Source: an optimization exercise on an open RTL-to-GDS flow (aim: small area and a short achievable clock period). Production flows keep margins and buffers that such runs may drop. The RTL was checked by simulation tests, not by an equivalence proof against the original design. Power is estimated from default activity; no workload was simulated.

--- flow/design.v ---
module pipeline_riscv(
    input clk,
    input reset_n,
    output [31:0] imem_addr,
    input [31:0] imem_data,
    output [14:0] dmem_addr,
    input [31:0] dmem_rdata,
    output dmem_we,
    output [3:0] dmem_wstrb,
    output [31:0] dmem_wdata,
    output [31:0] write_back_value,
    output [4:0] write_back_register
);
    localparam [1:0] WB_NORMAL = 2'b00, WB_LOAD = 2'b01, WB_JAL = 2'b10, WB_HICCUP = 2'b11;
    localparam [1:0] DM_NONE = 2'b00, DM_BYTE = 2'b01, DM_HWORD = 2'b10, DM_WORD = 2'b11;
    reg [31:0] pc;         
    reg [31:0] f_ir;       
    reg [31:0] f_pc;       
    reg [1:0]  f_wbt;      
    reg        f_pload;    
    reg        f_phic;     
    reg [31:0] r_a;        
    reg [31:0] r_b;        
    reg [31:0] r_x;        
    reg [4:0]  r_op;       
    reg        r_sub;      
    reg        r_cb;       
    reg [1:0]  r_ws;       
    reg [1:0]  r_rs;       
    reg        r_ls;       
    reg [4:0]  r_rd;
    reg [1:0]  r_wbt;
    reg        r_jalr;     
    reg        r_ret;      
    reg [31:0] e_res;      
    reg [31:0] e_wd;       
    reg        e_mis;      
    reg        e_we;       
    reg [1:0]  e_ws;       
    reg [4:0]  e_wbr;      
    reg        e_jal;      
    reg        e_nl;       
    reg        e_l0_31, e_l0_23, e_l0_15, e_l0_7;    
    reg        e_l1_23, e_l1_7;                      
    reg        e_bs31, e_bs23, e_bs15, e_bs7;        
    reg        e_w;                                  
    reg        e_hs31, e_hs23, e_hs15, e_hs7;        
    reg        fl_prev;    
    reg [31:0] rf [1:31];
    assign imem_addr = pc;
    wire [31:0] ins = {imem_data[7:0], imem_data[15:8], imem_data[23:16], imem_data[31:24]};
    wire in_load = ins[6:0] == 7'b0000011;
    wire in_jal  = ins[6:0] == 7'b1101111;
    wire in_jl   = in_jal || ins[6:0] == 7'b1100111;
    wire [31:0] in_immj = {{11{ins[31]}}, ins[31], ins[19:12], ins[20], ins[30:21], 1'b0};
    wire f_isjalr = f_ir[6:0] == 7'b1100111;
    wire need_hiccup = (!f_phic && ((f_pload && (f_ir[11:7] == ins[19:15] || f_ir[11:7] == ins[24:20])) || f_isjalr)) || r_ret;
    wire phic_n = f_phic ? 1'b0 : need_hiccup;
    wire [31:0] ppc = pc + (in_jal ? in_immj : 32'd4);
    always @(posedge clk or negedge reset_n) begin
        if (!reset_n) begin
            f_wbt <= WB_HICCUP;
            f_pload <= 1'b0;
            f_phic <= 1'b0;
        end else begin
            f_wbt <= need_hiccup ? WB_HICCUP : (in_jl ? WB_JAL : in_load ? WB_LOAD : WB_NORMAL);
            f_pload <= in_load;
            f_phic <= phic_n;
        end
    end
    always @(posedge clk) begin
        f_ir <= ins;
        f_pc <= pc;
    end
    wire [6:0] op = f_ir[6:0];
    wire [2:0] f3 = f_ir[14:12];
    wire [6:0] f7 = f_ir[31:25];
    wire d_lui = op == 7'b0110111, d_auipc = op == 7'b0010111, d_jal = op == 7'b1101111, d_jalr = op == 7'b1100111;
    wire d_br = op == 7'b1100011, d_load = op == 7'b0000011, d_store = op == 7'b0100011;
    wire d_f1 = op == 7'b0010011, d_f2 = op == 7'b0110011;
    wire ft_u = d_lui | d_auipc;
    wire ft_i = d_jalr | d_load | d_f1;
    wire has_rd = ft_u | ft_i | d_jal | d_f2;
    wire [4:0] d_rd = has_rd ? f_ir[11:7] : 5'd0;
    wire [31:0] d_imm = d_store ? {{20{f_ir[31]}}, f7, f_ir[11:7]} :
                        d_br ? {{20{f_ir[31]}}, f_ir[7], f_ir[30:25], f_ir[11:8], 1'b0} :
                        ft_u ? {f_ir[31:12], 12'h000} :
                        d_jal ? {{11{f_ir[31]}}, f_ir[31], f_ir[19:12], f_ir[20], f_ir[30:21], 1'b0} :
                        {{20{f_ir[31]}}, f_ir[31:20]};
    wire d_pfa = d_auipc | d_jal;
    wire d_ifb = !(d_f2 | d_br);
    reg [4:0] d_op;
    always @(*) begin
        d_op = 5'b00000;
        if (d_lui) d_op = 5'b00111;
        else if (d_br) begin
            case (f3)
                3'b000: d_op = 5'b01000;
                3'b001: d_op = 5'b01001;
                3'b100: d_op = 5'b01010;
                3'b101: d_op = 5'b01011;
                3'b110: d_op = 5'b01100;
                3'b111: d_op = 5'b01101;
                default: d_op = 5'b00000;
            endcase
        end else if (d_f1 || d_f2) begin
            case (f3)
                3'b000: d_op = (d_f2 && f7 == 7'b0100000) ? 5'b00001 : 5'b00000;
                3'b001: d_op = (f7 == 7'b0000000) ? 5'b10001 : 5'b00000;
                3'b010: d_op = (d_f1 || f7 == 7'b0000000) ? 5'b01010 : 5'b00000;
                3'b011: d_op = (d_f1 || f7 == 7'b0000000) ? 5'b01100 : 5'b00000;
                3'b100: d_op = (d_f1 || f7 == 7'b0000000) ? 5'b00101 : 5'b00000;
                3'b101: d_op = (f7 == 7'b0000000) ? 5'b10011 : (f7 == 7'b0100000) ? 5'b10010 : 5'b00000;
                3'b110: d_op = (d_f1 || f7 == 7'b0000000) ? 5'b00100 : 5'b00000;
                default: d_op = (d_f1 || f7 == 7'b0000000) ? 5'b00110 : 5'b00000;
            endcase
        end
    end
    wire [1:0] d_ws = (d_store && f3 == 3'b000) ? DM_BYTE :
                      (d_store && f3 == 3'b001) ? DM_HWORD :
                      (d_store && f3 == 3'b010) ? DM_WORD : DM_NONE;
    wire d_ldok = d_load && f3[1:0] != 2'b11;
    wire [1:0] d_rs = d_ldok ? (f3[1:0] == 2'b00 ? DM_BYTE : f3[1:0] == 2'b01 ? DM_HWORD : DM_WORD) : DM_NONE;
    wire d_ls = d_ldok && !f3[2];
    wire [31:0] alu_out;
    wire [31:0] wbv;
    wire [4:0] ra = f_ir[19:15];
    wire [4:0] rb = f_ir[24:20];
    reg [31:0] rf_a, rf_b;
    integer i;
    always @(*) begin
        rf_a = 32'd0;
        rf_b = 32'd0;
        for (i = 1; i < 32; i = i + 1) begin
            rf_a = rf_a | ({32{ra == i}} & rf[i]);
            rf_b = rf_b | ({32{rb == i}} & rf[i]);
        end
    end
    wire r_fwd = r_wbt == WB_NORMAL && r_rd != 5'd0;
    wire e_fwd = !e_jal && e_wbr != 5'd0;
    wire [31:0] fwd_a = (r_fwd && r_rd == ra) ? alu_out : (e_fwd && e_wbr == ra) ? wbv : rf_a;
    wire [31:0] fwd_b = (r_fwd && r_rd == rb) ? alu_out : (e_fwd && e_wbr == rb) ? wbv : rf_b;
    wire fl = r_jalr ? 1'b0 : e_mis ? 1'b1 : !f_phic ? 1'b0 : fl_prev;
    wire jalr_n = d_jalr && f_wbt != WB_HICCUP;
    wire [31:0] x_n = d_store ? fwd_b : f_pc + (d_br ? d_imm : 32'd4);
    always @(posedge clk) begin
        r_a <= d_pfa ? f_pc : fwd_a;
        r_b <= d_ifb ? d_imm : fwd_b;
        r_x <= x_n;
        r_op <= d_op;
        r_sub <= d_op != 5'b00000;
        r_cb <= d_br;
        r_ws <= d_ws;
        r_rs <= d_rs;
        r_ls <= d_ls;
        r_rd <= d_rd;
        r_wbt <= fl ? WB_HICCUP : f_wbt;
        r_jalr <= jalr_n;
        fl_prev <= fl;
    end
    always @(posedge clk or negedge reset_n) begin
        if (!reset_n) r_ret <= 1'b0;
        else if (d_jalr) r_ret <= f_wbt != WB_HICCUP && f_ir[11:7] == 5'd0;
    end
    wire [32:0] sum = {1'b0, r_a} + {1'b0, r_b ^ {32{r_sub}}} + {32'd0, r_sub};
    wire eq = r_a == r_b;
    wire lt = (r_a[31] ^ r_b[31]) ? r_a[31] : sum[31];
    wire geu = sum[32];
    wire cmp = (r_op[2:1] == 2'b00 ? eq : r_op[2:1] == 2'b01 ? lt : geu) ^ r_op[0];
    wire shl = r_op[1] == 1'b0;
    reg [31:0] sh_in, sh_rev;
    integer k;
    always @(*) for (k = 0; k < 32; k = k + 1) sh_in[k] = shl ? r_a[31 - k] : r_a[k];
    wire [31:0] sh_o = sh_in >> r_b[4:0];
    always @(*) for (k = 0; k < 32; k = k + 1) sh_rev[k] = shl ? sh_o[31 - k] : sh_o[k];
    reg [31:0] alu_r;
    always @(*) begin
        case (r_op[4:3])
            2'b10, 2'b11: alu_r = sh_rev;
            2'b01: alu_r = {31'd0, cmp};
            default:
                case (r_op[2:0])
                    3'b100: alu_r = r_a | r_b;
                    3'b101: alu_r = r_a ^ r_b;
                    3'b110: alu_r = r_a & r_b;
                    3'b111: alu_r = r_b;
                    default: alu_r = sum[31:0];
                endcase
        endcase
    end
    assign alu_out = alu_r;
    wire mis_n = r_wbt != WB_HICCUP && r_cb && alu_out[0];
    wire [31:0] st_fmt = r_ws == DM_BYTE ? {4{r_x[7:0]}} :
                         r_ws == DM_HWORD ? {2{r_x[7:0], r_x[15:8]}} :
                         {r_x[7:0], r_x[15:8], r_x[23:16], r_x[31:24]};
    wire [1:0] off = alu_out[1:0];
    wire lw = r_rs == DM_WORD;
    wire lh0 = r_rs == DM_HWORD && !off[1];
    wire lh1 = r_rs == DM_HWORD && off[1];
    wire lb0 = r_rs == DM_BYTE && off == 2'd0;
    wire lb1 = r_rs == DM_BYTE && off == 2'd1;
    wire lb2 = r_rs == DM_BYTE && off == 2'd2;
    wire lb3 = r_rs == DM_BYTE && off == 2'd3;
    always @(posedge clk) begin
        e_res <= (r_wbt == WB_JAL || r_cb) ? r_x : alu_out;
        e_wd <= st_fmt;
        e_mis <= mis_n;
        e_we <= !fl && r_wbt != WB_HICCUP && r_ws != DM_NONE && alu_out[31:20] == 12'h001;
        e_ws <= r_ws;
        e_wbr <= (fl || r_wbt == WB_HICCUP) ? 5'd0 : r_rd;
        e_jal <= r_wbt == WB_JAL;
        e_nl <= r_wbt != WB_LOAD;
        e_l0_31 <= lw | lh0 | lb0;
        e_l0_23 <= lb1;
        e_l0_15 <= lh1 | lb2;
        e_l0_7 <= lb3;
        e_l1_23 <= lw | lh0;
        e_l1_7 <= lh1;
        e_bs31 <= r_ls & lb0;
        e_bs23 <= r_ls & lb1;
        e_bs15 <= r_ls & lb2;
        e_bs7 <= r_ls & lb3;
        e_w <= lw;
        e_hs31 <= r_ls & lb0;
        e_hs23 <= r_ls & (lb1 | lh0);
        e_hs15 <= r_ls & lb2;
        e_hs7 <= r_ls & (lb3 | lh1);
    end
    wire [31:0] jt_n = fwd_a + d_imm;
    wire [31:0] pc_n = jalr_n ? jt_n : mis_n ? r_x : phic_n ? pc : ppc;
    always @(posedge clk or negedge reset_n) begin
        if (!reset_n) pc <= 32'd0;
        else pc <= pc_n;
    end
    assign dmem_addr = e_res[16:2];
    assign dmem_we = e_we;
    assign dmem_wdata = e_wd;
    assign dmem_wstrb = e_ws == DM_BYTE ? (4'b1000 >> e_res[1:0]) :
                        e_ws == DM_HWORD ? (e_res[1] ? 4'b0011 : 4'b1100) :
                        e_ws == DM_WORD ? 4'b1111 : 4'b0000;
    wire [31:0] d = dmem_rdata;
    wire bsign = e_bs31 & d[31] | e_bs23 & d[23] | e_bs15 & d[15] | e_bs7 & d[7];
    wire hsign = e_hs31 & d[31] | e_hs23 & d[23] | e_hs15 & d[15] | e_hs7 & d[7];
    wire [7:0] lane0 = {8{e_l0_31}} & d[31:24] | {8{e_l0_23}} & d[23:16] | {8{e_l0_15}} & d[15:8] | {8{e_l0_7}} & d[7:0];
    wire [7:0] lane1 = {8{e_l1_23}} & d[23:16] | {8{e_l1_7}} & d[7:0] | {8{bsign}};
    wire [15:0] lane23 = {16{e_w}} & {d[7:0], d[15:8]} | {16{hsign}};
    assign wbv = {lane23, lane1, lane0} | ({32{e_nl}} & e_res);
    assign write_back_value = wbv;
    assign write_back_register = e_wbr;
    always @(posedge clk)
        if (e_wbr != 5'd0) rf[e_wbr] <= wbv;
endmodule
--- flow/run.sh ---
#!/bin/bash
# synth_recipe.tcl (not shown) runs the flow's synth.tcl, then flattens the netlist and writes it again
# the make line also repeats each setting of config.mk as NAME=value (left out here)
make -C /OpenROAD-flow-scripts/flow DESIGN_CONFIG=/design/flow/config.mk WORK_HOME=/design/flow/orfs CLKGATE_MAP_FILE= SYNTH_SCRIPT=/design/flow/synth_recipe.tcl finish
--- flow/config.mk ---
export PLATFORM = sky130hd
export DESIGN_NAME = pipeline_riscv
export DESIGN_NICKNAME = pipeline_riscv
export VERILOG_FILES = /design/flow/design.v
export SDC_FILE = /design/flow/constraint.sdc
export NUM_CORES = 4
export LEC_CHECK = 0
export CAP_MARGIN = 20
export CORE_MARGIN = 2
export CORE_UTILIZATION = 40
export SLEW_MARGIN = 20
--- flow/constraint.sdc ---
create_clock -name core_clock -period 16.0 [get_ports {clk}]
set_input_delay 3.2000 -clock core_clock [delete_from_list [all_inputs] [get_ports {clk}]]
set_output_delay 3.2000 -clock core_clock [all_outputs]
set_load 0.01 [all_outputs]
==> impl_metrics.prom, run 1 <==
# TYPE chip_impl_metric gauge
chip_impl_metric{name="place.port_buffers",unit=""} 186
chip_impl_info{name="synth_top_cells_by_count",value="edfxtp_1 (992), a22oi_1 (443), nand2_1 (317)"} 1
chip_impl_metric{name="cts_max_path_buffers",unit=""} 3
chip_impl_metric{name="place_congestion",unit=""} 1.01
chip_impl_metric{name="setup-tns-final",unit="ps"} 0
chip_impl_metric{name="synthesized_flop_and_latch_total",unit=""} 1298
chip_impl_metric{name="rows",unit=""} 146
chip_impl_metric{name="synth_compound_gate_area_share",unit="%"} 20.7
chip_impl_metric{name="wire_length_of_the_first_global_routing_pass",unit="um"} 435000
chip_impl_metric{name="tightest_slew",unit="ps"} 1310
chip_impl_metric{name="synth-seq-area-share",unit="%"} 56.3
chip_impl_metric{name="cts.clk_slew.worst_paths",unit="ps"} 60
chip_impl_metric{name="summed_instance_area_of_the_synthesized_netlist",unit="mm2"} 0.0641
chip_impl_info{name="worstSetupStartpointType",value="input pin"} 1
chip_impl_metric{name="vdd.ir_drop.worst",unit="mV"} 0.121
chip_impl_metric{name="synth-adder-area-share",unit="%"} 3.77
chip_impl_metric{name="critical_path.max_fanout",unit=""} 34
chip_impl_metric{name="maxSlewHeadroom",unit="%"} 12.2
chip_impl_metric{name="slew_violations",unit=""} 0
chip_impl_metric{name="grtUsageTotal",unit="%"} 38.7
chip_impl_metric{name="post_cts_resize_count",unit=""} 0
chip_impl_metric{name="critical_path_required",unit="ps"} 12800
chip_impl_metric{name="total_leakage_power",unit="nW"} 25.9
chip_impl_metric{name="maximum_number_of_pins_on_one_net_before_global_route_repair",unit=""} 67
chip_impl_metric{name="clkLatencyLatePin",unit="ps"} 820
chip_impl_metric{name="detail_route.drc_violations",unit=""} 0
chip_impl_info{name="tritoncts",value="done"} 1
chip_impl_metric{name="postRouteAntennaNets",unit=""} 0
chip_impl_metric{name="firstDrtPassIters",unit=""} 11
chip_impl_metric{name="die_width",unit="um"} 404
chip_impl_metric{name="cts_hold_buffers",unit=""} 0
chip_impl_metric{name="synth-async-reset-ratio",unit="%"} 2.85
chip_impl_info{name="ys_dominant_reg_cell",value="edfxtp_1"} 1
chip_impl_info{name="criticalPathCategory",value="in -> out"} 1
chip_impl_metric{name="viasPerCell",unit=""} 7.47
chip_impl_info{name="min-delay-path-class",value="reg -> reg"} 1
chip_impl_metric{name="finClkSkew",unit="ps"} 44.7
chip_impl_metric{name="synth_mux_area_share",unit="%"} 5.08
chip_impl_metric{name="number_of_enable_flip_flop_cells_after_synthesis",unit=""} 992
chip_impl_metric{name="placedCellCount",unit=""} 7403
chip_impl_metric{name="grt_overflow_total",unit=""} 0
chip_impl_metric{name="design.portCount",unit=""} 187
chip_impl_metric{name="average_size_of_a_mapped_cell",unit="um2"} 12.0
chip_impl_metric{name="final-setup-viol-count",unit=""} 0
chip_impl_metric{name="synth_fp_nets",unit=""} 5578
chip_impl_metric{name="synth_cell_type_count",unit=""} 99
chip_impl_metric{name="first_iter_violations",unit=""} 13900
chip_impl_metric{name="post_cts_repair_timing_setup_buffer_count",unit=""} 0
chip_impl_metric{name="syn_to_final_growth",unit="%"} 15.1
chip_impl_metric{name="finalNonFillerCells",unit=""} 7661
chip_impl_metric{name="dieArea",unit="mm2"} 0.164
chip_impl_info{name="synth_top_cell_by_area",value="edfxtp_1"} 1
chip_impl_metric{name="initial_core_utilization",unit="%"} 40.4
chip_impl_metric{name="yosys.area_share.xor_xnor",unit="%"} 2.19
chip_impl_metric{name="routed-via-count",unit=""} 57300
chip_impl_info{name="unrepaired_setup_endpoints_after_global_routing",value="no"} 1
chip_impl_info{name="largest_register",value="rf"} 1
chip_impl_metric{name="post_dp_area",unit="mm2"} 0.0692
chip_impl_info{name="synth_top_family_by_area",value="compound AO/OA/AOI/OAI gates"} 1
chip_impl_metric{name="syn_inst",unit=""} 5321
chip_impl_metric{name="antenna_found_initial",unit=""} 18
chip_impl_metric{name="avgRoutedWirePerCell",unit="um"} 42.6
chip_impl_metric{name="ctsHtreeMaxLevel",unit=""} 4
chip_impl_metric{name="achievable-frequency",unit="GHz"} 0.111
chip_impl_metric{name="fp.dieH",unit="um"} 404
chip_impl_info{name="post-synth-top-count-cell",value="edfxtp_1"} 1
chip_impl_metric{name="cts_inserted_buffers",unit=""} 136
chip_impl_metric{name="fin_crit",unit="ps"} 8970
chip_impl_info{name="root_buffer",value="clkbuf_16"} 1
chip_impl_metric{name="flip_flop_count_of_the_largest_register_all_copies_and_words_added",unit=""} 992
chip_impl_metric{name="cp.arrival",unit="ps"} 5770
chip_impl_metric{name="nets",unit=""} 5732
chip_impl_metric{name="totalWireLength",unit="um"} 327000
chip_impl_metric{name="first_global_vias",unit=""} 52300
chip_impl_info{name="run_status",value="complete, no violations"} 1
chip_impl_metric{name="nFillCells",unit=""} 14100
chip_impl_info{name="endpoint_kind",value="primary output"} 1
chip_impl_metric{name="post_route_cells_drive_above_1_share",unit="%"} 13.0
chip_impl_metric{name="detailed_place_hpwl",unit="um"} 199000
chip_impl_metric{name="maxCapViolCount",unit=""} 0
chip_impl_metric{name="cts.sink_count",unit=""} 1298
chip_impl_metric{name="yosys_warnings",unit=""} 1
chip_impl_metric{name="power-per-cell-area",unit="mW/mm2"} 142
chip_impl_metric{name="final.period_utilization",unit="%"} 56.1
chip_impl_metric{name="final-hold-violation-count",unit=""} 0
chip_impl_metric{name="core-area",unit="mm2"} 0.159
chip_impl_metric{name="final_design_area_no_fill",unit="mm2"} 0.0738
chip_impl_metric{name="synthDominantCellAreaShare",unit="%"} 46.5
chip_impl_metric{name="synth_simple_gate_area_share",unit="%"} 8.59
chip_impl_info{name="synth_area_leaders",value="edfxtp_1 (46%), dfxtp_1 (8.4%), a22oi_1 (5.2%), ha_1 (3.6%), a22o_1 (3.5%)"} 1
-- metal layers --
| layer | vias up | global-route usage (%) | routed length, um |
|---|---|---|---|
| met5 | - | 0 | 98 |
| met4 | 10 | 22.6 | 25400 |
| met3 | 1504 | 17.1 | 59200 |
| met2 | 6297 | 51.1 | 124000 |
| met1 | 27800 | 52.0 | 118000 |
| li1 | 21700 | - | - |
-- critical path, stage by stage --
cell	delay, ps
clkdlybuf4s50_1	720
a222oi_1	810
nand2_1	130
buf_4	270
clkdlybuf4s50_1	630
-- kinds of logic after synthesis --
group,count (synthesis)
buffers and inverters,518
flip-flops,1298
other,1
AO/OA/AOI/OAI,1772
AND/OR/NAND/NOR,1152
adder cells (fa/ha/maj),191
XOR/XNOR,160
multiplexers,229
-- worst paths after layout --
check / start / end / slack, ps / cells after the start
worst max-delay path: dmem_rdata[0] / write_back_value[8] / 7030 / 5
worst min-delay path: pc[0]$_DFFE_PN0P_ / f_pc[0]$_DFF_P_ / 420 / 0
worst max register to register: f_ir[15]$_DFF_P_ / pc[28]$_DFFE_PN0P_ / 7370 / 22
worst min register to register: pc[0]$_DFFE_PN0P_ / f_pc[0]$_DFF_P_ / 420 / 0
max in group asynchronous: reset_n / f_wbt[1]$_DFF_PN1_ / 13070 / 2
min in group asynchronous: reset_n / pc[19]$_DFFE_PN0P_ / 2330 / 1
-- power breakdown --
| group | internal (W) | total (W) | switching [W] |
|---|---|---|---|
| clock network | 0.00181 | 0.00326 | 0.00144 |
| registers | 0.00422 | 0.00466 | 0.000438 |
| logic | 0.000905 | 0.00260 | 0.00170 |
-- placed cells by master (no fill, tap or decap), drive strengths merged, types with 21 or more instances in the layout --
cell           Yosys  final
o211ai            68     68
edfxtp           992    992
nor2             293    293
nand2            319    319
xor2              89     89
a22o             253    253
a21oi            207    207
a211oi            22     22
and2              36     36
nand2b            24     24
nand3            110    110
and3              23     23
a21o              69     69
a22oi            443    443
mux2             113    113
mux4              61     61
buf               84    202
xnor2             71     71
nor3              95     95
clkinv             2     40
o21ai            202    202
nand4            149    149
dfrtp             35     35
dfxtp            269    269
ha               187    187
or3               21     21
clkbuf           286    171
a221o             21     21
mux2i             55     55
a222oi            81     81
a221oi           246    246
inv              145    155
clkdlybuf4s50      0    185
-- through the flow --
| stage | hold slack (ps) | setup slack [ps] | util (%) | power (W) |
|---|---|---|---|---|
| after global routing | 434 | 6950 | 46.5 | 0.0107 |
| after global placement | 399 | 6720 | 43.6 | 0.00716 |
| after floorplan | 373 | 8240 | - | 0.00576 |
| final | 421 | 7030 | 46.5 | 0.0105 |
| after CTS | 417 | 6670 | 46.4 | 0.0103 |
| after detailed placement | 399 | 6670 | 43.6 | 0.00717 |
-- final cells by class --
class	instances	area, um2	share of cell area, %
inverter	147	557	0.754
tap	2072	2590	3.51
antenna	8	20.0	0.0271
sequential	1298	36100	48.9
clock buffer	171	3640	4.93
clock inverter	73	835	1.13
multi-input combinational	3505	26600	36.1
timing repair buffer	387	3400	4.61
==> run 2: changes to the inputs <==
--- a/flow/design.v
+++ b/flow/design.v
@@ -15,2 +15,22 @@
     localparam [1:0] DM_NONE = 2'b00, DM_BYTE = 2'b01, DM_HWORD = 2'b10, DM_WORD = 2'b11;
+    function [32:0] add32;
+        input [31:0] a;
+        input [31:0] b;
+        input ci;
+        reg [31:0] g, p, p0;
+        integer i, k;
+        begin
+            p0 = a ^ b;
+            g = a & b;
+            p = p0;
+            g[0] = g[0] | (p0[0] & ci);
+            for (k = 1; k < 32; k = k * 2)
+                for (i = 31; i >= 0; i = i - 1)
+                    if (i & k) begin
+                        g[i] = g[i] | (p[i] & g[(i & ~(k - 1)) - 1]);
+                        p[i] = p[i] & p[(i & ~(k - 1)) - 1];
+                    end
+            add32 = {g[31], p0 ^ {g[30:0], ci}};
+        end
+    endfunction
     reg [31:0] pc;         
@@ -47,5 +67,9 @@
     reg        e_hs31, e_hs23, e_hs15, e_hs7;        
+    reg [1:0]  e_rs;       
+    reg        e_ls;       
     reg        fl_prev;    
     reg [31:0] rf [1:31];
-    assign imem_addr = pc;
+    wire [32:0] sum;
+    wire [31:0] cur_pc = r_jalr ? sum[31:0] : pc;
+    assign imem_addr = cur_pc;
     wire [31:0] ins = {imem_data[7:0], imem_data[15:8], imem_data[23:16], imem_data[31:24]};
@@ -58,3 +82,4 @@
     wire phic_n = f_phic ? 1'b0 : need_hiccup;
-    wire [31:0] ppc = pc + (in_jal ? in_immj : 32'd4);
+    wire [32:0] ppc_s = add32(cur_pc, in_jal ? in_immj : 32'd4, 1'b0);
+    wire [31:0] ppc = ppc_s[31:0];
     always @(posedge clk or negedge reset_n) begin
@@ -72,3 +97,3 @@
         f_ir <= ins;
-        f_pc <= pc;
+        f_pc <= cur_pc;
     end
@@ -144,3 +169,4 @@
     wire jalr_n = d_jalr && f_wbt != WB_HICCUP;
-    wire [31:0] x_n = d_store ? fwd_b : f_pc + (d_br ? d_imm : 32'd4);
+    wire [32:0] x_s = add32(f_pc, d_br ? d_imm : 32'd4, 1'b0);
+    wire [31:0] x_n = d_store ? fwd_b : x_s[31:0];
     always @(posedge clk) begin
@@ -164,3 +190,3 @@
     end
-    wire [32:0] sum = {1'b0, r_a} + {1'b0, r_b ^ {32{r_sub}}} + {32'd0, r_sub};
+    assign sum = add32(r_a, r_b ^ {32{r_sub}}, r_sub);
     wire eq = r_a == r_b;
@@ -227,5 +253,6 @@
         e_hs7 <= r_ls & (lb3 | lh1);
-    end
-    wire [31:0] jt_n = fwd_a + d_imm;
-    wire [31:0] pc_n = jalr_n ? jt_n : mis_n ? r_x : phic_n ? pc : ppc;
+        e_rs <= r_rs;
+        e_ls <= r_ls;
+    end
+    wire [31:0] pc_n = mis_n ? r_x : phic_n ? cur_pc : ppc;
     always @(posedge clk or negedge reset_n) begin
@@ -246,4 +273,20 @@
     wire [15:0] lane23 = {16{e_w}} & {d[7:0], d[15:8]} | {16{hsign}};
-    assign wbv = {lane23, lane1, lane0} | ({32{e_nl}} & e_res);
-    assign write_back_value = wbv;
+    reg [31:0] ldata;
+    reg [7:0] lb;
+    always @(*) begin
+        case (e_res[1:0])
+            2'b00: lb = d[31:24];
+            2'b01: lb = d[23:16];
+            2'b10: lb = d[15:8];
+            default: lb = d[7:0];
+        endcase
+        case (e_rs)
+            DM_BYTE: ldata = {{24{e_ls & lb[7]}}, lb};
+            DM_HWORD: ldata = e_res[1] ? {{16{e_ls & d[7]}}, d[7:0], d[15:8]} : {{16{e_ls & d[23]}}, d[23:16], d[31:24]};
+            DM_WORD: ldata = {d[7:0], d[15:8], d[23:16], d[31:24]};
+            default: ldata = 32'd0;
+        endcase
+    end
+    assign wbv = e_nl ? e_res : ldata;
+    assign write_back_value = {lane23, lane1, lane0} | ({32{e_nl}} & e_res);
     assign write_back_register = e_wbr;
==> flow/flow/run.sh (new file) <==
#!/bin/bash
set -euo pipefail
bash standard.sh CORE_UTILIZATION=55 CTS_BUF_LIST=sky130_fd_sc_hd__clkbuf_8 SETUP_SLACK_MARGIN=8.5 "BUFFER_PORTS_ARGS=-buffer_cell sky130_fd_sc_hd__buf_2" finish > standard_flow.log 2>&1
==> flow/standard.sh (new file) <==
#!/bin/bash
# synth_recipe.tcl (not shown) runs the flow's synth.tcl, then flattens the netlist and writes it again
# the make line also repeats each setting of config.mk as NAME=value (left out here)
make -C /OpenROAD-flow-scripts/flow DESIGN_CONFIG=/design/flow/config.mk WORK_HOME=/design/flow/orfs CLKGATE_MAP_FILE= SYNTH_SCRIPT=/design/flow/synth_recipe.tcl "${@:-finish}"
removed: flow/run.sh
==> run 2 against run 1 <==
Final cell count decreased by 7.7%. Via count down 2.3%. Critical endpoint is now write_back_value[18]. Sequential power about the same. Combinational power decreased by 3%. Largest power group unchanged. Critical path type unchanged. Register-to-register slack better by 2400 ps. Count of clock-buffer cells in the layout rose by 52. Global-route usage is 13 points higher. Synthesized cell count fell by 2.9%. Critical path depth stayed put. Flip-flop and latch count is 3 higher.
==> impl_metrics.prom, run 2 <==
# TYPE chip_impl_metric gauge
chip_impl_info{name="run_status",value="complete, no violations"} 1
chip_impl_metric{name="wire_length_of_the_first_global_routing_pass",unit="um"} 416000
chip_impl_metric{name="critical_path_buf_inv_count",unit=""} 2
chip_impl_metric{name="cts_hold_buffers",unit=""} 0
chip_impl_info{name="synth_top_cells_by_count",value="edfxtp_1 (992), a22oi_1 (428), nor2_1 (341)"} 1
chip_impl_metric{name="tightest_slew",unit="ps"} 1300
chip_impl_metric{name="synth_fp_nets",unit=""} 5401
chip_impl_info{name="ys_dominant_reg_cell",value="edfxtp_1"} 1
chip_impl_metric{name="die_width",unit="um"} 342
chip_impl_info{name="synth_top_cell_by_area",value="edfxtp_1"} 1
chip_impl_metric{name="post_route_cells_drive_above_1_share",unit="%"} 19.2
chip_impl_info{name="crit_path_cell_trace",value="buf_12, a22o_4, a221o_4, a221o_1, buf_2"} 1
chip_impl_metric{name="postLayoutCoreUtil",unit="%"} 62.7
chip_impl_metric{name="achievable-frequency",unit="GHz"} 0.130
chip_impl_metric{name="average_size_of_a_mapped_cell",unit="um2"} 12.2
chip_impl_metric{name="viasPerCell",unit=""} 7.91
chip_impl_metric{name="synth-async-reset-ratio",unit="%"} 2.84
chip_impl_metric{name="grt_overflow_total",unit=""} 0
chip_impl_metric{name="fp.dieH",unit="um"} 342
chip_impl_info{name="unrepaired_setup_endpoints_after_global_routing",value="yes"} 1
chip_impl_metric{name="firstDrtPassIters",unit=""} 13
chip_impl_metric{name="synthesized_flop_and_latch_total",unit=""} 1301
chip_impl_metric{name="nets",unit=""} 5619
chip_impl_metric{name="critical_path_required",unit="ps"} 12800
chip_impl_metric{name="core-area",unit="mm2"} 0.114
chip_impl_metric{name="rows",unit=""} 124
chip_impl_metric{name="syn_to_final_growth",unit="%"} 13.5
chip_impl_metric{name="critical-path-max-stage-delay",unit="ps"} 480
chip_impl_metric{name="setup-tns-final",unit="ps"} 0
chip_impl_metric{name="placedCellCount",unit=""} 6656
chip_impl_metric{name="cts.sink_count",unit=""} 1301
chip_impl_metric{name="synth_cell_type_count",unit=""} 93
chip_impl_metric{name="postRouteAntennaNets",unit=""} 0
chip_impl_info{name="root_buffer",value="clkbuf_8"} 1
chip_impl_metric{name="number_of_enable_flip_flop_cells_after_synthesis",unit=""} 992
chip_impl_info{name="critPathTopFamily",value="compound AO/OA/AOI/OAI gates"} 1
chip_impl_metric{name="cts_inserted_buffers",unit=""} 208
chip_impl_metric{name="total_leakage_power",unit="nW"} 25.9
chip_impl_metric{name="place_congestion",unit=""} 1.06
chip_impl_metric{name="whs",unit="ps"} 395
chip_impl_info{name="endpoint_kind",value="primary output"} 1
chip_impl_info{name="criticalPathCategory",value="in -> out"} 1
chip_impl_metric{name="finClkSkew",unit="ps"} 74.9
chip_impl_metric{name="summed_instance_area_of_the_synthesized_netlist",unit="mm2"} 0.0629
chip_impl_metric{name="yosys_warnings",unit=""} 1
chip_impl_metric{name="first_global_vias",unit=""} 52000
chip_impl_metric{name="final-setup-viol-count",unit=""} 0
chip_impl_info{name="min-delay-path-class",value="reg -> reg"} 1
chip_impl_metric{name="final.period_utilization",unit="%"} 48.1
chip_impl_info{name="layout_commonest_cell",value="edfxtp_1"} 1
chip_impl_metric{name="post_dp_area",unit="mm2"} 0.0664
chip_impl_metric{name="maximum_number_of_pins_on_one_net_before_global_route_repair",unit=""} 68
chip_impl_metric{name="cts.clk_slew.worst_paths",unit="ps"} 50
chip_impl_metric{name="grtUsageTotal",unit="%"} 51.9
chip_impl_info{name="largest_register",value="rf"} 1
chip_impl_metric{name="first_iter_violations",unit=""} 13100
chip_impl_metric{name="slew_violations",unit=""} 0
chip_impl_metric{name="detail_route.drc_violations",unit=""} 0
chip_impl_metric{name="maxSlewHeadroom",unit="%"} 12.4
chip_impl_info{name="cp_slowest_cell",value="a221o_4"} 1
chip_impl_info{name="synth_area_leaders",value="edfxtp_1 (47%), dfxtp_1 (8.7%), a22oi_1 (5.1%), a221oi_1 (3.6%), a22o_1 (3.5%)"} 1
chip_impl_metric{name="routed-via-count",unit=""} 55900
chip_impl_metric{name="synthDominantCellAreaShare",unit="%"} 47.3
chip_impl_metric{name="vdd.ir_drop.worst",unit="mV"} 0.110
chip_impl_metric{name="dieArea",unit="mm2"} 0.117
chip_impl_metric{name="synth-seq-area-share",unit="%"} 57.5
chip_impl_metric{name="fin_crit",unit="ps"} 7700
chip_impl_info{name="tritoncts",value="done"} 1
chip_impl_metric{name="critical_path.max_fanout",unit=""} 8
chip_impl_metric{name="final-hold-violation-count",unit=""} 0
chip_impl_metric{name="syn_inst",unit=""} 5167
chip_impl_metric{name="totalWireLength",unit="um"} 311000
chip_impl_metric{name="flip_flop_count_of_the_largest_register_all_copies_and_words_added",unit=""} 992
chip_impl_metric{name="nFillCells",unit=""} 8977
chip_impl_metric{name="clkLatencyLatePin",unit="ps"} 980
chip_impl_metric{name="avgRoutedWirePerCell",unit="um"} 43.9
chip_impl_info{name="layout.cells.most_common_list",value="edfxtp_1 (992), a22oi_1 (428), nand2_1 (279), dfxtp_1 (266), a221oi_1 (256)"} 1
chip_impl_metric{name="maxCapViolCount",unit=""} 0
chip_impl_metric{name="place.port_buffers",unit=""} 186
chip_impl_metric{name="cp.arrival",unit="ps"} 4500
chip_impl_info{name="post-synth-top-count-cell",value="edfxtp_1"} 1
chip_impl_metric{name="initial_core_utilization",unit="%"} 55.3
chip_impl_metric{name="antenna_found_initial",unit=""} 24
chip_impl_metric{name="detailed_place_hpwl",unit="um"} 186000
chip_impl_info{name="worstSetupStartpointType",value="input pin"} 1
chip_impl_metric{name="cts_max_path_buffers",unit=""} 3
chip_impl_metric{name="finalNonFillerCells",unit=""} 7074
chip_impl_metric{name="design.portCount",unit=""} 187
chip_impl_metric{name="power-per-cell-area",unit="mW/mm2"} 141
chip_impl_metric{name="final_design_area_no_fill",unit="mm2"} 0.0714
chip_impl_metric{name="ctsHtreeMaxLevel",unit=""} 4
[run 2: worst register-to-register path, stage by stage (launching register included)]
cell	delay [ps]
dfxtp_4	370
buf_12	150
mux2_4	290
fa_2	360
buf_4	160
fa_1	400
xnor2_1	950
a21oi_1	330
buf_4	260
ha_1	340
o21ai_0	220
o21ai_0	150
nand2_1	180
o211ai_1	260
a221oi_1	420
a21oi_1	180
and2_1	220
o21a_1	180
nor2_1	110
xor2_1	150
o21ai_0	90
mux2_1	310
[run 2: metrics by stage]
step | total power [W] | setup slack [ps]
floorplan | 0.00574 | 8530
global placement | 0.00693 | 8030
detailed placement | 0.00695 | 8010
CTS | 0.00985 | 8320
global route | 0.0103 | 8280
finish | 0.0101 | 8300
[run 2: area by class of cell]
class	instances	area (um2)	share of cell area [%]
Clock inverter	160	1090	1.53
Sequential cell	1301	36200	50.7
Timing Repair Buffer	391	2610	3.65
Multi-Input combinational cell	3328	26000	36.4
Inverter	155	584	0.818
Antenna cell	4	10.0	0.0140
Tap cell	1512	1890	2.65
Clock buffer	223	3070	4.30
[run 2: worst paths after layout]
| kind | cells past startpoint | slack [ps] | startpoint | end |
|---|---|---|---|---|
| max | 5 | 8300 | dmem_rdata[15] | write_back_value[18] |
| min | 0 | 390 | r_ls$_DFF_P_ | e_ls$_DFF_P_ |
| max reg2reg | 21 | 9790 | r_sub$_DFF_P_ | pc[30]$_DFF_PN0_ |
| min reg2reg | 0 | 390 | r_ls$_DFF_P_ | e_ls$_DFF_P_ |
| max in group asynchronous | 1 | 12980 | reset_n | pc[15]$_DFF_PN0_ |
| min in group asynchronous | 1 | 2410 | reset_n | pc[12]$_DFF_PN0_ |
[run 2: what timing repair did]
item,4_1_cts,5_1_grt
cloned,3,0
setup endpoints to repair,53,46
gates resized for setup,65,44
setup buffers,18,9
pin swaps,18,24
[run 2: kinds of logic after synthesis]
logic type | synth area share [%]
other cells | 0.00596
xor+xnor | 1.82
fa+ha+maj | 3.51
simple gates | 8.58
buf+inv | 3.41
mux | 5.76
compound gates | 19.4
flops | 57.5
[run 2: where the power goes]
| group | switching [W] | internal, W | leakage (nW) |
|---|---|---|---|
| logic | 0.00171 | 0.000808 | 11.9 |
| clock network | 0.00144 | 0.00149 | 2.34 |
| registers | 0.000389 | 0.00424 | 11.6 |
| total | 0.00354 | 0.00654 | 25.9 |
[run 2: per-layer routing]
metal | vias up | global-route usage [%] | part of all wire (%)
li1 | 21100 | - | -
met1 | 27000 | 68.4 | 34
met2 | 6263 | 67.2 | 38
met3 | 1607 | 27.8 | 20
met4 | 41 | 30.1 | 7.6
met5 | - | 0.368 | 0.22
==> run 3: changes to the inputs <==
==> flow/flow/run.sh (replaced) <==
#!/bin/bash
set -euo pipefail
bash standard.sh CORE_UTILIZATION=55 CTS_BUF_LIST=sky130_fd_sc_hd__clkbuf_8 SLEW_MARGIN=10 CAP_MARGIN=10 SETUP_SLACK_MARGIN=8.5 "BUFFER_PORTS_ARGS=-buffer_cell sky130_fd_sc_hd__buf_2" finish > standard_flow.log 2>&1
==> run 3 against run 2 <==
Still clean. Non-clock buffer count increased by 26. Clock skew decreased by 19 ps. Sequential power about the same. First-iteration DRC count decreased by 1.7%. Clock power about the same. Flip-flop and latch count unchanged. Final cell count increased by 0.57%. Synthesized cell count unchanged. Synthesized area unchanged. Largest cell class unchanged.
==> impl_metrics.prom, run 3 <==
# TYPE chip_impl_metric gauge
chip_impl_info{name="critical_path.endpoint",value="write_back_value[26]"} 1
chip_impl_info{name="unrepaired_setup_endpoints_after_global_routing",value="yes"} 1
chip_impl_info{name="root_buffer",value="clkbuf_8"} 1
chip_impl_metric{name="first_iter_violations",unit=""} 12900
chip_impl_info{name="criticalPathCategory",value="in -> out"} 1
chip_impl_metric{name="slew_violations",unit=""} 0
chip_impl_info{name="crit_path_cell_trace",value="buf_12, a22o_4, a221o_4, a221o_1, buf_2"} 1
chip_impl_info{name="run_status",value="complete, no violations"} 1
chip_impl_metric{name="yosys_warnings",unit=""} 1
chip_impl_metric{name="power-per-cell-area",unit="mW/mm2"} 142
chip_impl_metric{name="initial_core_utilization",unit="%"} 55.3
chip_impl_metric{name="routed-via-count",unit=""} 56700
chip_impl_metric{name="vdd.ir_drop.worst",unit="mV"} 0.114
chip_impl_metric{name="rows",unit=""} 124
chip_impl_info{name="cp_slowest_cell",value="a221o_4"} 1
chip_impl_metric{name="clkLatencyLatePin",unit="ps"} 1010
chip_impl_metric{name="finClkSkew",unit="ps"} 55.6
chip_impl_metric{name="total_leakage_power",unit="nW"} 26.0
chip_impl_metric{name="fin_crit",unit="ps"} 7710
chip_impl_info{name="layout.cells.most_common_list",value="edfxtp_1 (992), a22oi_1 (428), nand2_1 (279), dfxtp_1 (266), a221oi_1 (256)"} 1
chip_impl_metric{name="grtUsageTotal",unit="%"} 52.1
chip_impl_metric{name="achievable-frequency",unit="GHz"} 0.130
chip_impl_info{name="ys_dominant_reg_cell",value="edfxtp_1"} 1
chip_impl_metric{name="maxCapViolCount",unit=""} 0
chip_impl_metric{name="cts_inserted_buffers",unit=""} 211
chip_impl_metric{name="critical_path.max_fanout",unit=""} 8
chip_impl_info{name="largest_register",value="rf"} 1
chip_impl_metric{name="design.portCount",unit=""} 187
chip_impl_info{name="endpoint_kind",value="primary output"} 1
chip_impl_info{name="synth_top_cell_by_area",value="edfxtp_1"} 1
chip_impl_metric{name="place_congestion",unit=""} 1.06
chip_impl_metric{name="synth-async-reset-ratio",unit="%"} 2.84
chip_impl_metric{name="setup-tns-final",unit="ps"} 0
chip_impl_metric{name="flip_flop_count_of_the_largest_register_all_copies_and_words_added",unit=""} 992
chip_impl_info{name="worstSetupStartpointType",value="input pin"} 1
chip_impl_metric{name="synthDominantCellAreaShare",unit="%"} 47.3
chip_impl_info{name="crit_path_start",value="dmem_rdata[15]"} 1
chip_impl_metric{name="post_route_cells_drive_above_1_share",unit="%"} 19.4
chip_impl_metric{name="tightest_slew",unit="ps"} 1360
chip_impl_metric{name="first_global_vias",unit=""} 52100
chip_impl_metric{name="grt_overflow_total",unit=""} 0
chip_impl_metric{name="dieArea",unit="mm2"} 0.117
chip_impl_metric{name="ctsHtreeMaxLevel",unit=""} 4
chip_impl_metric{name="setup.reg_to_reg.worst_slack",unit="ps"} 9710
chip_impl_metric{name="cts.sink_count",unit=""} 1301
chip_impl_info{name="tritoncts",value="done"} 1
chip_impl_metric{name="critical-path-max-stage-delay",unit="ps"} 470
chip_impl_metric{name="maxSlewHeadroom",unit="%"} 8.98
chip_impl_metric{name="detail_route.drc_violations",unit=""} 0
chip_impl_info{name="layout_commonest_cell",value="edfxtp_1"} 1
chip_impl_metric{name="synthesized_flop_and_latch_total",unit=""} 1301
chip_impl_metric{name="antenna_found_initial",unit=""} 19
chip_impl_metric{name="critical_path_required",unit="ps"} 12800
chip_impl_metric{name="timing.reg2reg.worst_path_depth",unit=""} 21
chip_impl_metric{name="number_of_enable_flip_flop_cells_after_synthesis",unit=""} 992
chip_impl_info{name="post-synth-top-count-cell",value="edfxtp_1"} 1
chip_impl_info{name="synth_top_cells_by_count",value="edfxtp_1 (992), a22oi_1 (428), nor2_1 (341)"} 1
chip_impl_metric{name="final.period_utilization",unit="%"} 48.2
chip_impl_metric{name="postLayoutCoreUtil",unit="%"} 62.9
chip_impl_metric{name="final-hold-violation-count",unit=""} 0
chip_impl_metric{name="nFillCells",unit=""} 9004
chip_impl_metric{name="syn_to_final_growth",unit="%"} 13.8
chip_impl_info{name="synth_area_leaders",value="edfxtp_1 (47%), dfxtp_1 (8.7%), a22oi_1 (5.1%), a221oi_1 (3.6%), a22o_1 (3.5%)"} 1
chip_impl_metric{name="summed_instance_area_of_the_synthesized_netlist",unit="mm2"} 0.0629
chip_impl_metric{name="viasPerCell",unit=""} 7.96
chip_impl_info{name="r2r-end",value="pc[30]$_DFF_PN0_"} 1
chip_impl_metric{name="synth_cell_type_count",unit=""} 93
chip_impl_metric{name="average_size_of_a_mapped_cell",unit="um2"} 12.2
chip_impl_metric{name="postRouteAntennaNets",unit=""} 0
chip_impl_metric{name="avgRoutedWirePerCell",unit="um"} 43.8
chip_impl_metric{name="synth_fp_nets",unit=""} 5401
chip_impl_metric{name="fp.dieH",unit="um"} 342
chip_impl_metric{name="die_width",unit="um"} 342
chip_impl_info{name="worstReg2RegStart",value="r_sub$_DFF_P_"} 1
chip_impl_metric{name="totalWireLength",unit="um"} 312000
chip_impl_metric{name="nets",unit=""} 5648
chip_impl_metric{name="syn_inst",unit=""} 5167
chip_impl_metric{name="detailed_place_hpwl",unit="um"} 186000
chip_impl_metric{name="cp.arrival",unit="ps"} 4510
chip_impl_metric{name="final-setup-viol-count",unit=""} 0
chip_impl_metric{name="maximum_number_of_pins_on_one_net_before_global_route_repair",unit=""} 68
chip_impl_metric{name="firstDrtPassIters",unit=""} 19
chip_impl_metric{name="place.port_buffers",unit=""} 186
chip_impl_info{name="min-delay-path-class",value="reg -> reg"} 1
chip_impl_metric{name="cts_max_path_buffers",unit=""} 3
chip_impl_metric{name="core-area",unit="mm2"} 0.114
chip_impl_metric{name="wire_length_of_the_first_global_routing_pass",unit="um"} 417000
chip_impl_metric{name="synth-seq-area-share",unit="%"} 57.5
chip_impl_metric{name="cts.clk_slew.worst_paths",unit="ps"} 50
run 3: cell count changes in the layout (fill, tap and decap cells not counted), sizes merged:
| cell | change |
|---|---|
| bufbuf | -1 |
| inv | +1 |
| clkbuf | +3 |
| bufinv | +1 |
| clkinv | -4 |
| diode | +13 |
| buf | +27 |
run 3: cell type report:
type                            instances  area [um2]  share of cell area [%]
Clock inverter                        158        1110                    1.54
Inverter                              155         582                   0.812
Antenna cell                           17        42.5                  0.0594
Tap cell                             1512        1890                    2.64
Timing Repair Buffer                  417        2830                    3.94
Clock buffer                          226        3110                    4.34
Multi-Input combinational cell       3328       25900                    36.1
Sequential cell                      1301       36200                    50.5
run 3: cells by family after synthesis:
logic type / after synthesis / share of synthesized area [%]
compound gates: 1632 / 19.4
xor+xnor: 131 / 1.82
fa+ha+maj: 168 / 3.51
buf+inv: 539 / 3.41
flops: 1301 / 57.5
mux: 258 / 5.76
other cells: 1 / 0.00596
simple gates: 1137 / 8.58
run 3: what timing repair did:
| item | in CTS | in global routing |
|---|---|---|
| setup buffers | 29 | 24 |
| hold endpoints to repair | 0 | 0 |
| pin swaps | 18 | 34 |
| gates resized for setup | 74 | 28 |
| hold buffers | 0 | 0 |
| cloned | 4 | 0 |
| endpoints found under the setup margin | 53 | 48 |
run 3: per-stage QoR:
stage	cells	hold slack, ps	cell area, um2	power, W	setup WS (ps)
floorplan	5167	351	62900	0.00574	8530
global placement	6656	358	66300	0.00693	8030
detailed placement	6656	372	66300	0.00695	8010
CTS	7073	384	71300	0.00990	8320
global route	7100	402	71600	0.0103	8290
finish	7114	387	71600	0.0101	8290
run 3: critical path, delay by kind of cell:
family                 cells  cell delay [ps]
AOI/OAI and AO/OA          3             1030
buffers and inverters      2              260
run 3: layer usage:
layer	part of all wire, %	global-route usage, %
met1	35	69.3
met2	38	67.2
met3	20	27.0
met4	7.6	30.0
met5	0.16	1.02
run 3: how the worst min path moves through the flow:
stage / from / end / slack (ps) / depth (start not counted)
after global routing: r_ls$_DFF_P_ / e_ls$_DFF_P_ / 400 / 0
after detailed placement: r_ls$_DFF_P_ / e_ls$_DFF_P_ / 370 / 0
final: r_ls$_DFF_P_ / e_ls$_DFF_P_ / 390 / 0
after floorplan: r_ls$_DFF_P_ / e_ls$_DFF_P_ / 350 / 0
after global placement: r_ls$_DFF_P_ / e_ls$_DFF_P_ / 360 / 0
after CTS: r_ls$_DFF_P_ / e_ls$_DFF_P_ / 380 / 0
run 3: power by group:
group	internal, W	switching (W)	total [W]
Combinational	0.000819	0.00172	0.00254
Sequential	0.00424	0.000392	0.00463
Clock	0.00152	0.00144	0.00296
==> run 4: changes to the inputs <==
--- a/flow/design.v
+++ b/flow/design.v
@@ -1 +1,15 @@
+module wb_ao6(
+    input [5:0] s,
+    input [5:0] v,
+    output y
+);
+    assign y = |(s & v);
+endmodule
+module wb_ao7(
+    input [6:0] s,
+    input [6:0] v,
+    output y
+);
+    assign y = |(s & v);
+endmodule
 module pipeline_riscv(
@@ -143,2 +157,3 @@
     end
+    wire d_sub = d_op == 5'b00001 || d_op[4:3] == 2'b01;
     wire [1:0] d_ws = (d_store && f3 == 3'b000) ? DM_BYTE :
@@ -173,6 +188,6 @@
         r_a <= d_pfa ? f_pc : fwd_a;
-        r_b <= d_ifb ? d_imm : fwd_b;
+        r_b <= (d_ifb ? d_imm : fwd_b) ^ {32{d_sub}};
         r_x <= x_n;
         r_op <= d_op;
-        r_sub <= d_op != 5'b00000;
+        r_sub <= d_sub;
         r_cb <= d_br;
@@ -190,5 +205,5 @@
     end
-    assign sum = add32(r_a, r_b ^ {32{r_sub}}, r_sub);
-    wire eq = r_a == r_b;
-    wire lt = (r_a[31] ^ r_b[31]) ? r_a[31] : sum[31];
+    assign sum = add32(r_a, r_b, r_sub);
+    wire eq = sum[31:0] == 32'd0;
+    wire lt = (r_a[31] ^ ~r_b[31]) ? r_a[31] : sum[31];
     wire geu = sum[32];
@@ -268,7 +283,3 @@
     wire [31:0] d = dmem_rdata;
-    wire bsign = e_bs31 & d[31] | e_bs23 & d[23] | e_bs15 & d[15] | e_bs7 & d[7];
-    wire hsign = e_hs31 & d[31] | e_hs23 & d[23] | e_hs15 & d[15] | e_hs7 & d[7];
     wire [7:0] lane0 = {8{e_l0_31}} & d[31:24] | {8{e_l0_23}} & d[23:16] | {8{e_l0_15}} & d[15:8] | {8{e_l0_7}} & d[7:0];
-    wire [7:0] lane1 = {8{e_l1_23}} & d[23:16] | {8{e_l1_7}} & d[7:0] | {8{bsign}};
-    wire [15:0] lane23 = {16{e_w}} & {d[7:0], d[15:8]} | {16{hsign}};
     reg [31:0] ldata;
@@ -290,3 +301,19 @@
     assign wbv = e_nl ? e_res : ldata;
-    assign write_back_value = {lane23, lane1, lane0} | ({32{e_nl}} & e_res);
+    wire [31:0] wd_sw = {d[7:0], d[15:8], d[23:16], d[31:24]};
+    wire [31:0] wbo;
+    assign wbo[7:0] = lane0 | ({8{e_nl}} & e_res[7:0]);
+    genvar gk;
+    generate
+        for (gk = 8; gk < 16; gk = gk + 1) begin : wbl1
+            wb_ao7 u(.s({e_l1_23, e_l1_7, e_nl, e_bs31, e_bs23, e_bs15, e_bs7}),
+                     .v({d[gk + 8], d[gk - 8], e_res[gk], d[31], d[23], d[15], d[7]}),
+                     .y(wbo[gk]));
+        end
+        for (gk = 16; gk < 32; gk = gk + 1) begin : wbl2
+            wb_ao6 u(.s({e_w, e_nl, e_hs31, e_hs23, e_hs15, e_hs7}),
+                     .v({wd_sw[gk], e_res[gk], d[31], d[23], d[15], d[7]}),
+                     .y(wbo[gk]));
+        end
+    endgenerate
+    assign write_back_value = wbo;
     assign write_back_register = e_wbr;
==> flow/flow/run.sh (replaced) <==
#!/bin/bash
set -euo pipefail
bash standard.sh SYNTH_HIERARCHICAL=1 SYNTH_MINIMUM_KEEP_SIZE=0 CORE_UTILIZATION=55 CTS_BUF_LIST=sky130_fd_sc_hd__clkbuf_8 SETUP_SLACK_MARGIN=8.5 "BUFFER_PORTS_ARGS=-buffer_cell sky130_fd_sc_hd__buf_2" finish > standard_flow.log 2>&1
--- a/flow/config.mk
+++ b/flow/config.mk
@@ -9,3 +9,5 @@
 export CORE_MARGIN = 2
-export CORE_UTILIZATION = 40
+export CORE_UTILIZATION = 55
 export SLEW_MARGIN = 20
+export SYNTH_HIERARCHICAL = 1
+export SYNTH_MINIMUM_KEEP_SIZE = 0
==> run 4 against run 3 <==
The layout now fails its checks (max-capacitance violations, max-slew violations). First-iteration DRC count rose by 8.4%. Worst setup slack better by 230 ps. Via count rose by 0.91%. Die area hardly changed. Final cell count is 1.0% higher. Design area is 0.35% lower. Largest power group unchanged.
==> impl_metrics.prom, run 4 <==
# TYPE chip_impl_metric gauge
chip_impl_metric{name="maxCapViolCount",unit=""} 1
chip_impl_metric{name="grtUsageTotal",unit="%"} 51.8
chip_impl_metric{name="fp.dieH",unit="um"} 342
chip_impl_metric{name="post_route_cells_drive_above_1_share",unit="%"} 18.7
chip_impl_metric{name="min_path_cells",unit=""} 0
chip_impl_metric{name="pre_cts_ws",unit="ps"} 7990
chip_impl_metric{name="final-setup-viol-count",unit=""} 0
chip_impl_metric{name="post_route_met1_wirelength",unit="um"} 105000
chip_impl_metric{name="wire_length_of_the_first_global_routing_pass",unit="um"} 415000
chip_impl_metric{name="average_size_of_a_mapped_cell",unit="um2"} 12.0
chip_impl_metric{name="dr_wl_met3",unit="um"} 60800
chip_impl_metric{name="total_leakage_power",unit="nW"} 25.4
chip_impl_metric{name="grt_overflow_total",unit=""} 0
chip_impl_metric{name="whs",unit="ps"} 422
chip_impl_metric{name="detail_route.drc_violations",unit=""} 0
chip_impl_info{name="worstHoldEndpoint",value="e_rs[0]$_DFF_P_"} 1
chip_impl_info{name="run_status",value="finished with violations"} 1
chip_impl_metric{name="synth_fp_nets",unit=""} 5443
chip_impl_metric{name="totalWireLength",unit="um"} 311000
chip_impl_metric{name="first_iter_violations",unit=""} 14000
chip_impl_metric{name="tightest_slew",unit="ps"} 1560
chip_impl_info{name="synth_top_cell_by_area",value="edfxtp_1"} 1
chip_impl_metric{name="antenna_found_initial",unit=""} 26
chip_impl_metric{name="power-per-cell-area",unit="mW/mm2"} 140
chip_impl_metric{name="maxSlewHeadroom",unit="%"} -4.43
chip_impl_metric{name="yosys_warnings",unit=""} 7
chip_impl_info{name="endpoint_kind",value="primary output"} 1
chip_impl_metric{name="achievable-frequency",unit="GHz"} 0.134
chip_impl_metric{name="viasPerCell",unit=""} 7.96
chip_impl_metric{name="ctsHtreeMaxLevel",unit=""} 4
chip_impl_info{name="criticalPathCategory",value="in -> out"} 1
chip_impl_info{name="synth_area_leaders",value="edfxtp_1 (47%), dfxtp_1 (8.7%), a22oi_1 (5.9%), a221oi_1 (3.6%), a22o_1 (3.5%)"} 1
chip_impl_metric{name="number_of_enable_flip_flop_cells_after_synthesis",unit=""} 992
chip_impl_metric{name="syn_to_final_growth",unit="%"} 13.5
chip_impl_metric{name="routed-wl-met2",unit="um"} 120000
chip_impl_info{name="startpoint_of_the_worst_hold_path",value="r_rs[0]$_SDFF_PN0_"} 1
chip_impl_info{name="worstSetupStartpointType",value="input pin"} 1
chip_impl_metric{name="cts_max_path_buffers",unit=""} 3
chip_impl_info{name="post-synth-top-count-cell",value="edfxtp_1"} 1
chip_impl_info{name="r2r-end",value="pc[17]$_DFF_PN0_"} 1
chip_impl_info{name="root_buffer",value="clkbuf_8"} 1
chip_impl_metric{name="synth-async-reset-ratio",unit="%"} 2.84
chip_impl_metric{name="synth_cell_type_count",unit=""} 84
chip_impl_metric{name="final-hold-violation-count",unit=""} 0
chip_impl_metric{name="nets",unit=""} 5676
chip_impl_metric{name="setup-tns-final",unit="ps"} 0
chip_impl_info{name="unrepaired_setup_endpoints_after_global_routing",value="yes"} 1
chip_impl_metric{name="dieArea",unit="mm2"} 0.117
chip_impl_metric{name="final.period_utilization",unit="%"} 46.7
chip_impl_metric{name="syn_inst",unit=""} 5237
chip_impl_metric{name="fin_crit",unit="ps"} 7470
chip_impl_info{name="failed_checks",value="max-capacitance violations, max-slew violations"} 1
chip_impl_metric{name="cts.clk_slew.worst_paths",unit="ps"} 60
chip_impl_metric{name="finClkSkew",unit="ps"} 88.8
chip_impl_metric{name="summed_instance_area_of_the_synthesized_netlist",unit="mm2"} 0.0629
chip_impl_metric{name="design.portCount",unit=""} 187
chip_impl_info{name="synth_top_cells_by_count",value="edfxtp_1 (992), a22oi_1 (491), nor2_1 (337)"} 1
chip_impl_metric{name="nFillCells",unit=""} 9128
chip_impl_metric{name="place_congestion",unit=""} 1.03
chip_impl_metric{name="multi_input_comb_area",unit="mm2"} 0.0256
chip_impl_info{name="min-delay-path-class",value="reg -> reg"} 1
chip_impl_metric{name="synth-seq-area-share",unit="%"} 57.5
chip_impl_metric{name="rows",unit=""} 124
chip_impl_info{name="layout_commonest_cell",value="edfxtp_1"} 1
chip_impl_metric{name="initial_core_utilization",unit="%"} 55.2
chip_impl_metric{name="critical_path_required",unit="ps"} 12800
chip_impl_metric{name="maximum_number_of_pins_on_one_net_before_global_route_repair",unit=""} 80
chip_impl_metric{name="timing.reg2reg.worst_path_depth",unit=""} 24
chip_impl_info{name="layout.cells.most_common_list",value="edfxtp_1 (992), a22oi_1 (491), nand2_1 (279), a221oi_1 (258), a22o_1 (252)"} 1
chip_impl_info{name="tritoncts",value="done"} 1
chip_impl_info{name="largest_register",value="rf"} 1
chip_impl_metric{name="total_power",unit="W"} 0.0100
chip_impl_metric{name="cp.arrival",unit="ps"} 4270
chip_impl_metric{name="critical_path.max_fanout",unit=""} 29
chip_impl_metric{name="setup.reg_to_reg.worst_slack",unit="ps"} 9380
chip_impl_metric{name="firstDrtPassIters",unit=""} 13
chip_impl_metric{name="vdd.ir_drop.worst",unit="mV"} 0.0915
chip_impl_metric{name="avgRoutedWirePerCell",unit="um"} 43.3
chip_impl_metric{name="place.port_buffers",unit=""} 186
chip_impl_metric{name="regArea",unit="mm2"} 0.0362
chip_impl_info{name="worstReg2RegStart",value="r_b[0]$_DFF_P_"} 1
chip_impl_metric{name="cts_inserted_buffers",unit=""} 203
chip_impl_metric{name="synthDominantCellAreaShare",unit="%"} 47.4
chip_impl_info{name="ys_dominant_reg_cell",value="edfxtp_1"} 1
chip_impl_metric{name="die_width",unit="um"} 342
chip_impl_metric{name="postRouteAntennaNets",unit=""} 0
chip_impl_metric{name="flip_flop_count_of_the_largest_register_all_copies_and_words_added",unit=""} 992
chip_impl_metric{name="cts.sink_count",unit=""} 1301
chip_impl_metric{name="setup_ws",unit="ps"} 8530
chip_impl_metric{name="synthesized_flop_and_latch_total",unit=""} 1301
chip_impl_metric{name="first_global_vias",unit=""} 51800
chip_impl_metric{name="slew_violations",unit=""} 5
chip_impl_metric{name="detailed_place_hpwl",unit="um"} 186000
chip_impl_metric{name="clkLatencyLatePin",unit="ps"} 950
chip_impl_info{name="highest_layer_used_for_signal_routing",value="met5"} 1
chip_impl_metric{name="core-area",unit="mm2"} 0.114
chip_impl_metric{name="routed-via-count",unit=""} 57200
run 4: cell types whose count changed after synthesis, moves of 21 or more:
cell / before / now
a22oi_1: 428 / 491
o21ai_0: 147 / 195
mux2_2: 92 / 53
a21oi_1: 215 / 250
ha_1: 154 / 124
o21ai_1: 25 / 0
mux2i_1: 72 / 95
mux2_1: 21 / 0
run 4: cell families (layout without fill, tap and decap cells):
| kind of cell | after synthesis | after routing | synth area share (%) |
|---|---|---|---|
| flops | 1301 | 1301 | 57.5 |
| compound gates | 1731 | 1731 | 20.3 |
| buf+inv | 549 | 959 | 3.44 |
| fa+ha+maj | 140 | 140 | 2.98 |
| other cells | 1 | 28 | 0.00596 |
| mux | 230 | 230 | 5.22 |
| simple gates | 1162 | 1162 | 8.83 |
| xor+xnor | 123 | 123 | 1.71 |
run 4: layer usage:
layer	GRT usage (%)	up-vias
met5	2.21	-
met4	31.4	18
met3	28.1	1705
met2	67.9	6713
met1	66.5	27300
li1	-	21500
run 4: stage by stage:
stage / instances / util [%] / cell area (um2)
after global placement: 6742 / 58.4 / 66500
final: 7186 / 62.7 / 71400
after floorplan: 5237 / - / 62900
after detailed placement: 6742 / 58.4 / 66500
after global routing: 7165 / 62.6 / 71300
after CTS: 7142 / 62.3 / 71000
run 4: report_power, final:
group / total, W / switching [W] / leakage [nW] / internal (W)
clock: 0.00291 / 0.00144 / 2.30 / 0.00147
combinational: 0.00243 / 0.00166 / 11.4 / 0.000766
sequential: 0.00467 / 0.000439 / 11.6 / 0.00423
run 4: final cells by class:
cell class / count / area share (%)
flip-flops and latches: 1301 / 50.8
multi-input cells: 3387 / 35.9
clock buffers: 210 / 4.05
repair buffers: 410 / 3.91
well taps: 1512 / 2.65
clock inverters: 172 / 1.72
inverters: 166 / 0.894
diodes: 27 / 0.0947
repair inverters: 1 / 0.00701
run 4: what timing repair did:
item | in CTS | in global routing
setup buffers | 17 | 14
cloned | 1 | 2
gates resized for setup | 54 | 38
hold buffers | 0 | 0
setup endpoints to repair | 49 | 13
pin swaps | 12 | 14
run 4: Yosys stat by module, one instance, submodules excluded:
module          cells  copies in the design  cell area, um2  flip-flops and latches
wb_ao6              4                    16            27.5                       0
wb_ao7              4                     8            30.0                       0
pipeline_riscv   5141                     1           62200                    1301
run 4: worst max-delay path, cell delays in order:
cell	delay (ps)
buf_2	290
a222oi_1	450
nand2_1	150
buf_2	170
run 4: worst max path at each step:
stage,start,endpoint,slack [ps],depth (start not counted)
floorplan,r_b[1]$_DFF_P_,imem_addr[16],9120,16
global placement,r_b[4]$_DFF_P_,imem_addr[17],8130,14
detailed placement,r_b[4]$_DFF_P_,imem_addr[17],7990,14
CTS,r_a[3]$_DFF_P_,imem_addr[31],8510,13
global route,r_b[3]$_DFF_P_,imem_addr[17],8440,15
finish,dmem_rdata[23],write_back_value[7],8530,4

[re-timing with driven ports]
In the flow no input, the clock included, has a driving cell. The finished layouts below were timed again as built, in two steps. Step 1 sets driving cells, clkbuf_16 on the clock port and buf_2 on the other inputs (assumed; they add their load-dependent delay and slew). Step 2 adds t to the input delays and takes it off the output delays; t is the mean of the earliest and latest rising clock arrival at the registers after step 1. Input paths then give back, and output paths get back, about the clock's delay inside the block. Slacks: ideal ports / drivers / drivers and shift; pairs: ideal ports / drivers.
run | shift t [ns] | slack for setup (ns) | worst setup path after step 2
run 1 | 0.891 | 7.025 / 7.005 / 6.473 | input to register
run 2 | 1.020 | 8.296 / 8.239 / 8.239 | input to output
run 3 | 1.050 | 8.295 / 8.233 / 8.233 | input to output
run 4 | 0.981 | 8.527 / 8.457 / 8.465 | input to register
For run 1, which loses most, drivers alone change the setup slack by -0.020 ns; drivers and shift together by -0.552 ns.
